Context: an optimization exercise on an open-source flow, tuned for small area, a short achievable clock period and few clock cycles per item. The choices shown serve that exercise and are no tape-out recipe. No run shown here included a check of the RTL's function; only the layout flow was run.

==> flow/design.v, too long to show whole: its modules and the start of the top module <==
// module mult: 980 lines
module mult(
      input  reset,
      input  clk,
      input  [31:0] a_in,
      input  [31:0] b_in,
      input  start,
      output logic [63:0] product,
      output logic done);
  // ...
==> flow/flow/run.sh <==
#!/bin/bash
export SYNTH_ARGS="-noabc"
export ADDER_MAP_FILE=
export BUFFER_PORTS_ARGS="-buffer_cell sky130_fd_sc_hd__buf_1"
bash standard.sh > standard.log 2>&1
==> flow/standard.sh <==
#!/bin/bash
# synth_recipe.tcl (not shown) runs the flow's synth.tcl, then flattens the netlist and writes it again
# the make line also repeats each setting of config.mk as NAME=value (left out here)
make -C /OpenROAD-flow-scripts/flow DESIGN_CONFIG=/design/flow/config.mk WORK_HOME=/design/flow/orfs CLKGATE_MAP_FILE= SYNTH_SCRIPT=/design/flow/synth_recipe.tcl "${@:-finish}"
==> flow/config.mk <==
export PLATFORM = sky130hd
export DESIGN_NAME = mult
export DESIGN_NICKNAME = mult
export VERILOG_FILES = /design/flow/design.v
export SDC_FILE = /design/flow/constraint.sdc
export NUM_CORES = 4
export LEC_CHECK = 0
export CAP_MARGIN = 20
export CORE_MARGIN = 2
export CORE_UTILIZATION = 40
export PLACE_DENSITY = 0.6
export SLEW_MARGIN = 20
==> flow/constraint.sdc <==
create_clock -name core_clock -period 4.0 [get_ports {clk}]
set_input_delay 0.8000 -clock core_clock [delete_from_list [all_inputs] [get_ports {clk}]]
set_output_delay 0.8000 -clock core_clock [all_outputs]
set_load 0.01 [all_outputs]
==> impl_metrics.yaml, run 1 <==
synthesis:
  synth_nets: 2182
  synthAdderAreaFrac_pct: 16.3
  synth_cell_types: 72
  synth_top_cell_by_area: "xnor2_1"
setup_path:
  crit_path_frequent_cell: "buf_6"
  cp-endpoint: "product[57]"
  crit_path_start: "sw[4]$_DFFE_PP_"
  cp_slowest_stage_delay_ns: 0.59
  critical_path_depth: 13
  crit_chain: "xor2_1 > nand4_1 > or4_4 > o2bb2ai_4 > a21oi_4 > buf_6 > o21ai_4 > a21oi_2 > buf_4 > maj3_2 > a221o_1 > nor4b_4 > buf_6"
sta:
  setup_viol_count_final: 12
  timing.final.ws_setup_ns: -0.313
  fin_skew_ns: 0.0122
  hold_viol_final: 0
  holdWs_ns: 0.250
clocking:
  cts_tree: "done"
  clock-root-buffer: "clkbuf_16"
  cts-hold-fix-buffers: 0
  htreeDepth: 3
  postCtsSetupRepairBufs: 18
  clock-sinks: 111
route:
  vias_per_cell: 5.30
  dr_total_vias: 15618
  wl_um: 54300
cells_and_area:
  inverters: 31
  multi_input_gates: 1876
run_status:
  failed_checks: "setup timing"
  outcome: "failed layout checks"
floorplanning:
  taps: 592
  die_area_mm2: 0.0464
  start_util_pct: 40.5
  core-area_mm2: 0.0441
  die_h_um: 215
global_routing:
  grt_pass1_wl_um: 84300
  antenna_found_initial: 0
==> run 2, diff against run 1 <==
--- a/flow/design.v
+++ b/flow/design.v
@@ -1,24 +1,26 @@
 module mult(
       input  reset,
       input  clk,
       input  [31:0] a_in,
       input  [31:0] b_in,
       input  start,
       output logic [63:0] product,
       output logic done);
-  logic busy;
+  logic busy;                
+  logic selb;                
   logic [1:0] cnt;
-  logic [31:0] sw, cw;       
-  logic [10:0] ls, lc;       
+  logic [31:0] sw, cw;     
+  logic [10:0] ls, lc;     
   logic [21:0] l;          
-  wire [10:0] bsel = busy ? l[10:0] : b_in[10:0];
-  wire [31:0] ws = busy ? sw : 32'd0;
-  wire [31:0] wc = busy ? cw : 32'd0;
+  wire [10:0] bsel = selb ? l[10:0] : b_in[10:0];
+  wire [31:0] ws = sw & {32{busy}};
+  wire [31:0] wc = cw & {32{busy}};
+  wire [11:0] lres = ls + lc;
   wire cyi = busy & lres[11];   
   wire [31:0] pp0 = a_in & {32{bsel[0]}};
   wire [31:0] pp1 = a_in & {32{bsel[1]}};
   wire [31:0] pp2 = a_in & {32{bsel[2]}};
   wire [31:0] pp3 = a_in & {32{bsel[3]}};
   wire [31:0] pp4 = a_in & {32{bsel[4]}};
   wire [31:0] pp5 = a_in & {32{bsel[5]}};
   wire [31:0] pp6 = a_in & {32{bsel[6]}};
@@ -729,17 +731,16 @@
   wire s701 = c538 ^ s619 ^ c618;
   wire c702 = (c538 & s619) | (c538 & c618) | (s619 & c618);
   wire s703 = c540 ^ s621 ^ c620;
   wire c704 = (c540 & s621) | (c540 & c620) | (s621 & c620);
   wire s705 = pp10[31] ^ c622;
   wire c706 = pp10[31] & c622;
   wire [42:0] r0 = {c706, s705, s703, s701, s699, s697, s695, c692, c690, c688, c686, c684, c682, c680, c678, c676, c674, c672, c670, c668, c666, c664, c662, c660, c658, c656, c654, c652, c650, c648, c646, c644, c642, c640, c638, c636, c634, c632, c630, c628, c626, c624, pp0[0]};
   wire [42:0] r1 = {1'b0, c704, c702, c700, c698, c696, c694, s693, s691, s689, s687, s685, s683, s681, s679, s677, s675, s673, s671, s669, s667, s665, s663, s661, s659, s657, s655, s653, s651, s649, s647, s645, s643, s641, s639, s637, s635, s633, s631, s629, s627, s625, s623};
-  wire [11:0] lres = ls + lc;
   always_ff @(posedge clk, posedge reset) begin
     if (reset) begin
       busy <= 1'b0;
       done <= 1'b0;
       cnt <= '0;
     end else if (start || busy) begin
       if (cnt == 2'd2) begin
         busy <= 1'b0;
@@ -747,16 +748,20 @@
         cnt <= '0;
       end else begin
         busy <= 1'b1;
         done <= 1'b0;
         cnt <= cnt + 1'b1;
       end
     end
   end
+  always_ff @(posedge clk, posedge reset) begin
+    if (reset) selb <= 1'b0;
+    else selb <= (start || busy) && cnt != 2'd2;
+  end
   always_ff @(posedge clk) begin
     if (start || busy) begin
       sw <= r0[42:11];
       cw <= r1[42:11];
       ls <= r0[10:0];
       lc <= r1[10:0];
       l <= busy ? {lres[10:0], l[21:11]} : {1'd0, b_in[31:11]};
     end
==> flow/flow/run.sh (replaced) <==
#!/bin/bash
# The standard layout (standard.sh) with these changes to its synthesis:
#  - Yosys's early "abc -fast" is skipped (SYNTH_ARGS=-noabc), so extract_fa
#    sees the carry-save tree as the RTL writes it;
#  - port buffers use the smallest buffer (the resizer upsizes where needed).
# Registers, their names and the flatten/rename steps are those of synth_recipe.tcl.
set -euo pipefail
HERE=$(pwd)
export SYNTH_ARGS="-noabc"
export BUFFER_PORTS_ARGS="-buffer_cell sky130_fd_sc_hd__buf_1"
sed 's|^\( *\)extract_fa {\*}\[dont_use_extract_fa_args\]$|\1extract_fa {*}[dont_use_extract_fa_args] * w:og* w:op* %u o:product %u %ci1 %d|' \
  "$FLOW_HOME/scripts/synth.tcl" > synth_x.tcl
grep -q 'o:product %u %ci1 %d' synth_x.tcl
sed -i 's|^\( *\)log_cmd abc {\*}\$abc_args$|\1log_cmd abc {*}$lib_args {*}$lib_dont_use_args -script {+strash;map,-D,1200;buffer;upsize,-D,1200;dnsize,-D,1200} o:product %ci*:-sky130_fd_sc_hd__edfxtp_1\n\1log_cmd abc {*}$abc_args|' synth_x.tcl
grep -q -- '-script {+strash;map,-D,1200;buffer;upsize,-D,1200;dnsize,-D,1200} o:product' synth_x.tcl
sed "s|source \$::env(SCRIPTS_DIR)/synth.tcl|source $HERE/synth_x.tcl|" synth_recipe.tcl > synth_recipe_x.tcl
grep -q "source $HERE/synth_x.tcl" synth_recipe_x.tcl
sed "s|SYNTH_SCRIPT=[^ ]*|SYNTH_SCRIPT=$HERE/synth_recipe_x.tcl|" standard.sh > standard_x.sh
bash standard_x.sh synth > synth.log 2>&1
bash standard.sh > standard.log 2>&1
==> impl_metrics.yaml, run 2 <==
synthesis:
  synth_cell_types: 63
  yosys-top-cells-count: "fa_1, and2b_1, nor2b_1, edfxtp_1, and2_1"
  netlist_top_cells_area: "fa_1, edfxtp_1, and2b_1"
  synth_edf_count: 107
  synth.most_common_cell: "fa_1"
  synth_seq_cells: 112
  synth_cells: 1419
  syn_area_mm2: 0.0164
  synth_nets: 1841
  ys_seq_area_share_pct: 20.4
  yosysTopAreaCellShare_pct: 40.5
  ys.flop_type: "edfxtp_1"
  synth_area_per_cell_um2: 11.5
  yosys_warnings: 1
  synthArstFlopShare_pct: 4.46
  synth_top_cell_by_area: "fa_1"
sta:
  slew_headroom_pct: 59.8
  setup_viol_count_final: 8
  timing.fmax_ghz: 0.248
  finalCriticalPeriod_ns: 4.03
  min_period_over_period_pct: 101
  tightest_slew_ns: 0.598
  hold_viol_final: 0
  fin_skew_ns: 0.0144
  fin_tns_setup_ns: -0.109
  report.final.slew_viol_count: 0
  rsz0062_at_grt: "true"
  timing.final.ws_setup_ns: -0.0265
clocking:
  clock-sinks: 112
  cts_tree: "done"
  clockBufferDepth: 2
  cts-hold-fix-buffers: 0
  clk_pin_slew_worst_paths_ns: 0.09
  cts_made_buffers: 9
  htreeDepth: 3
  clk_latency_ns: 0.39
  clock-root-buffer: "clkbuf_16"
route:
  ant_nets: 0
  wl_um: 45400
  drt-met1-wl_um: 18800
  drtPass1Iterations: 5
  drt_iter0_markers: 521
  vias_per_cell: 5.11
  drc_errors: 0
  dr_total_vias: 10756
  dr_wl_met3_um: 1670
  highest_layer: "met4"
  wl_met2_um: 23400
  wl_per_cell_um: 21.6
floorplanning:
  io_pins: 132
  rows: 74
  die_width_um: 206
  die_h_um: 206
  core-area_mm2: 0.0406
  die_area_mm2: 0.0425
  start_util_pct: 40.3
global_routing:
  overflow: 0
  grt_use_total_pct: 22.2
  grt_max_degree: 56
  grt_pass1_wl_um: 69500
  antenna_found_initial: 1
  grt_pass1_vias: 11950
cells_and_area:
  largest_register: "sw"
  top_regs: "sw: 32 flops, cw: 31 flops, l: 22 flops"
  largest_reg_flops: 32
  multi_input_comb_area_mm2: 0.0127
  seq_area_mm2: 0.00334
  fin_nets: 1989
  area_growth_pct: 15.2
  final_cell_mix: "fa_1, and2b_1, nor2b_1"
  fin_cells: 2105
  fillers: 3761
  mostFrequentLayoutCell: "fa_1"
  drive_above_1_share_pct: 14.9
setup_path:
  worst-path-buf-inv: 3
  worstPathRequired_ns: 4.12
  crit_path_frequent_cell: "fa_1"
  cp.arrival_ns: 4.15
  end_kind: "flip-flop"
  cp_slowest_stage_delay_ns: 0.57
  critPathMaxFanout: 13
  path_class: "reg -> reg"
  crit_chain: "buf_12 > mux2i_4 > buf_12 > clkbuf_16 > and2b_1 > fa_1 > fa_1 > fa_1 > fa_1 > fa_1"
  cp-start-kind: "flip-flop"
  crit_family: "adder cells"
  slowest_stage: "fa_1"
placement:
  dpl.hpwl_um: 35300
  dp.cells: 2081
  routabilityCongestion: 0.844
  place.port_buffers: 131
  pre_cts_slack_ns: -0.276
run_status:
  outcome: "failed layout checks"
  failed_checks: "setup timing"
flow_run:
  max_cap_violations: 0
worst_hold_path:
  hold_class: "in -> async"
==> run 2: cell count changes after synthesis, sizes merged, moves of 41 or more <==
cell   before  now
nand2     492   73
xnor2     432   36
fa          0  331
maj3      279    3
and2b       0  218
xor2      248   37
nor2b       6  134
buf        65   11
nor2       98   44
and2       37   78
==> run 2: worst paths after layout <==
| check | cells after the start | to | slack, ns | start |
|---|---|---|---|---|
| max reg2reg | 10 | cw[5]$_DFFE_PP_ | -0.03 | selb$_DFF_PP0_ |
| min in group core_clock | 1 | done$_DFFE_PP0P_ | 0.52 | done$_DFFE_PP0P_ |
| max | 10 | cw[5]$_DFFE_PP_ | -0.03 | selb$_DFF_PP0_ |
| min | 2 | busy$_DFFE_PP0P_ | 0.27 | reset |
| min reg2reg | 1 | done$_DFFE_PP0P_ | 0.52 | done$_DFFE_PP0P_ |
| max in group asynchronous | 2 | busy$_DFFE_PP0P_ | 3.54 | reset |
==> run 2: through the flow <==
step / hold slack (ns) / area, um^2 / util [%]
final: 0.274 / 18900 / 46.5
after global routing: 0.283 / 18900 / 46.5
after CTS: 0.272 / 18500 / 45.6
after detailed placement: 0.504 / 18200 / 44.9
after global placement: 0.492 / 18200 / 44.9
after floorplan: 0.537 / 16400 / -
==> run 2: cell families after synthesis <==
logic type | count (synthesis) | share of synthesized area [%]
AO/OA/AOI/OAI | 118 | 4.51
XOR/XNOR | 73 | 4.69
adder cells (fa/ha/maj) | 358 | 42.5
buffers and inverters | 148 | 3.63
flip-flops | 112 | 20.4
multiplexers | 32 | 2.12
AND/OR/NAND/NOR | 578 | 22.1
==> run 2: per-layer routing <==
metal / vias up / global-route usage (%)
met5: - / 0
met4: 0 / 8.06
met3: 69 / 2.81
met2: 276 / 39.3
met1: 5628 / 28.0
li1: 4783 / -
==> run 2: what timing repair did <==
action                     in CTS  in global routing
gates cloned                    0                  4
resized for setup               2                 63
buffers inserted                0                  3
setup endpoints to repair      22                 52
==> run 2: cell type report <==
cell class	count	share of cell area (%)
clock buffers	10	1.21
diodes	1	0.0133
well taps	532	3.53
flip-flops and latches	112	17.7
inverters	66	1.33
clock inverters	6	0.385
repair buffers	219	8.54
multi-input cells	1159	67.3
==> run 3, diff against run 2 <==
--- a/flow/config.mk
+++ b/flow/config.mk
@@ -9,4 +9,5 @@
 export CORE_MARGIN = 2
 export CORE_UTILIZATION = 40
 export PLACE_DENSITY = 0.6
+export SETUP_SLACK_MARGIN = 0.15
 export SLEW_MARGIN = 20
==> impl_metrics.yaml, run 3 <==
setup_path:
  end_kind: "flip-flop"
  cp-start-kind: "flip-flop"
  path_class: "reg -> reg"
  worstPathRequired_ns: 4.12
  cp.arrival_ns: 4.14
  critPathMaxFanout: 7
synthesis:
  synth_seq_cells: 112
  yosys_warnings: 1
  synth_top_cell_by_area: "fa_1"
  synth_cells: 1419
  synth.most_common_cell: "fa_1"
  netlist_top_cells_area: "fa_1, edfxtp_1, and2b_1"
  synthArstFlopShare_pct: 4.46
  ys_seq_area_share_pct: 20.4
  ys.flop_type: "edfxtp_1"
  synth_nets: 1841
  synth_cell_types: 63
  yosysTopAreaCellShare_pct: 40.5
  synth_edf_count: 107
  yosys-top-cells-count: "fa_1, and2b_1, nor2b_1, edfxtp_1, and2_1"
  syn_area_mm2: 0.0164
  synth_area_per_cell_um2: 11.5
global_routing:
  overflow: 0
  grt_pass1_vias: 12095
  antenna_found_initial: 0
  grt_pass1_wl_um: 71300
  grt_max_degree: 53
  grt_use_total_pct: 22.8
floorplanning:
  die_width_um: 206
  die_area_mm2: 0.0425
  rows: 74
  io_pins: 132
  die_h_um: 206
  start_util_pct: 40.3
  core-area_mm2: 0.0406
route:
  drt_iter0_markers: 717
  wl_per_cell_um: 22.6
  wl_um: 48200
  dr_total_vias: 10921
  dr_wl_met3_um: 2180
  drt-met1-wl_um: 20100
  ant_nets: 0
  drc_errors: 0
  drtPass1Iterations: 5
  wl_met2_um: 24000
  highest_layer: "met4"
  vias_per_cell: 5.12
clocking:
  clock-sinks: 112
  cts_tree: "done"
  htreeDepth: 3
  cts-hold-fix-buffers: 0
  clockBufferDepth: 2
  clock-root-buffer: "clkbuf_16"
  clk_latency_ns: 0.39
  cts_made_buffers: 9
  clk_pin_slew_worst_paths_ns: 0.10
sta:
  hold_viol_final: 0
  rsz0062_at_grt: "true"
  fin_skew_ns: 0.0180
  finalCriticalPeriod_ns: 4.01
  report.final.slew_viol_count: 0
  timing.fmax_ghz: 0.249
  tightest_slew_ns: 0.700
  setup_viol_count_final: 2
  holdWs_ns: 0.279
  min_period_over_period_pct: 100
  timing.final.ws_setup_ns: -0.0148
  slew_headroom_pct: 52.9
placement:
  routabilityCongestion: 0.872
  place.port_buffers: 131
  place_area_mm2: 0.0185
  dpl.hpwl_um: 36400
  pre_cts_slack_ns: -0.220
cells_and_area:
  final_cell_mix: "and2b_1, fa_1, fa_2"
  drive_above_1_share_pct: 23.2
  fin_nets: 2016
  top_regs: "sw: 32 flops, cw: 31 flops, l: 22 flops"
  antenna_cells: 0
  final_area_mm2: 0.0196
  area_growth_pct: 19.8
  mostFrequentLayoutCell: "and2b_1"
  largest_register: "sw"
  largest_reg_flops: 32
  final_util_pct: 48.3
run_status:
  failed_checks: "setup timing"
  outcome: "failed layout checks"
flow_run:
  max_cap_violations: 0
worst_hold_path:
  hold_class: "in -> async"
==> run 3: cell counts after synthesis <==
No cell type changed its count.
==> run 3: worst max-delay path: stages (launching register included) <==
cell and delay (ns):
dfrtp_2 0.43, buf_12 0.17, mux2i_4 0.26, buf_4 0.17, clkbuf_16 0.16, and2b_1 0.20
fa_1 0.55, fa_2 0.47, fa_2 0.38, fa_1 0.53, fa_2 0.44
==> run 3: repair_timing <==
action / 4_1_cts / 5_1_grt
endpoints found under the setup margin: 63 / 72
pin swaps: 9 / 61
resized for setup: 57 / 66
buffers inserted: 3 / 17
gates cloned: 0 / 10
endpoints found under the hold margin: 0 / 0
==> run 3: cells by family after synthesis <==
family          synth area share, %
flops                          20.4
buf+inv                        3.63
simple gates                   22.1
fa+ha+maj                      42.5
compound gates                 4.51
mux                            2.12
xor+xnor                       4.69
==> run 3: area by class of cell <==
type	instances	area (um^2)
tap	532	666
clock buffer	9	225
inverter	66	250
sequential	112	3340
clock inverter	7	83.8
multi-input combinational	1159	13100
timing repair buffer	246	1980
fill	3718	21000
==> run 3: metal layers <==
| layer | vias up | GRT usage (%) |
|---|---|---|
| li1 | 4832 | - |
| met1 | 5686 | 30.3 |
| met2 | 322 | 38.6 |
| met3 | 81 | 2.89 |
| met4 | 0 | 8.34 |
| met5 | - | 0 |
==> run 3: worst paths after layout <==
check	from	endpoint	slack, ns	depth (start not counted)
worst max register to register	selb$_DFF_PP0_	cw[6]$_DFFE_PP_	-0.01	10
worst min register to register	done$_DFFE_PP0P_	done$_DFFE_PP0P_	0.53	1
worst max-delay path	selb$_DFF_PP0_	cw[6]$_DFFE_PP_	-0.01	10
max in group asynchronous	reset	selb$_DFF_PP0_	3.53	2
min in group core_clock	done$_DFFE_PP0P_	done$_DFFE_PP0P_	0.53	1
worst min-delay path	reset	cnt[0]$_DFFE_PP0P_	0.28	2
==> run 3: through the flow <==
stage / std cells / TNS, ns
6_report: 2131 / -0.0226
2_1_floorplan: 1419 / 0
3_5_place_dp: 2085 / -7.16
4_1_cts: 2104 / 0
5_1_grt: 2131 / -0.950
3_3_place_gp: 2085 / -5.32

==> static timing again, ports no longer ideal <==
In the flow no input, the clock included, has a driving cell. The finished layouts below were timed again as built, in two steps. Step 1 assumes that a clkbuf_16 drives the clock port and a buf_2 every other input. Step 2 moves the port delays by t, midway between the first and last clock arrival at a register: inputs arrive t later, outputs are due t later. That takes back most of the time a late clock gives input paths. Slacks: ideal / step 1 / step 2; pairs: ideal / step 1.
| run | shift t [ns] | setup slack, ns | worst hold slack (ns) | worst setup path after step 2 | clock arrival spread, ns |
|---|---|---|---|---|---|
| run 1 | 0.444 | -0.313 / -0.362 / 0.081 | 0.250 / 0.221 / 0.514 | register to output | 0.013 / 0.013 |
| run 2 | 0.431 | -0.027 / -0.027 / -0.267 | 0.274 / 0.256 / 0.523 | input to register | 0.015 / 0.015 |
| run 3 | 0.433 | -0.015 / -0.015 / -0.256 | 0.279 / 0.247 / 0.530 | input to register | 0.019 / 0.018 |
For run 3, which loses most, drivers alone change the setup slack by 0.000 ns; drivers and shift together by -0.241 ns.
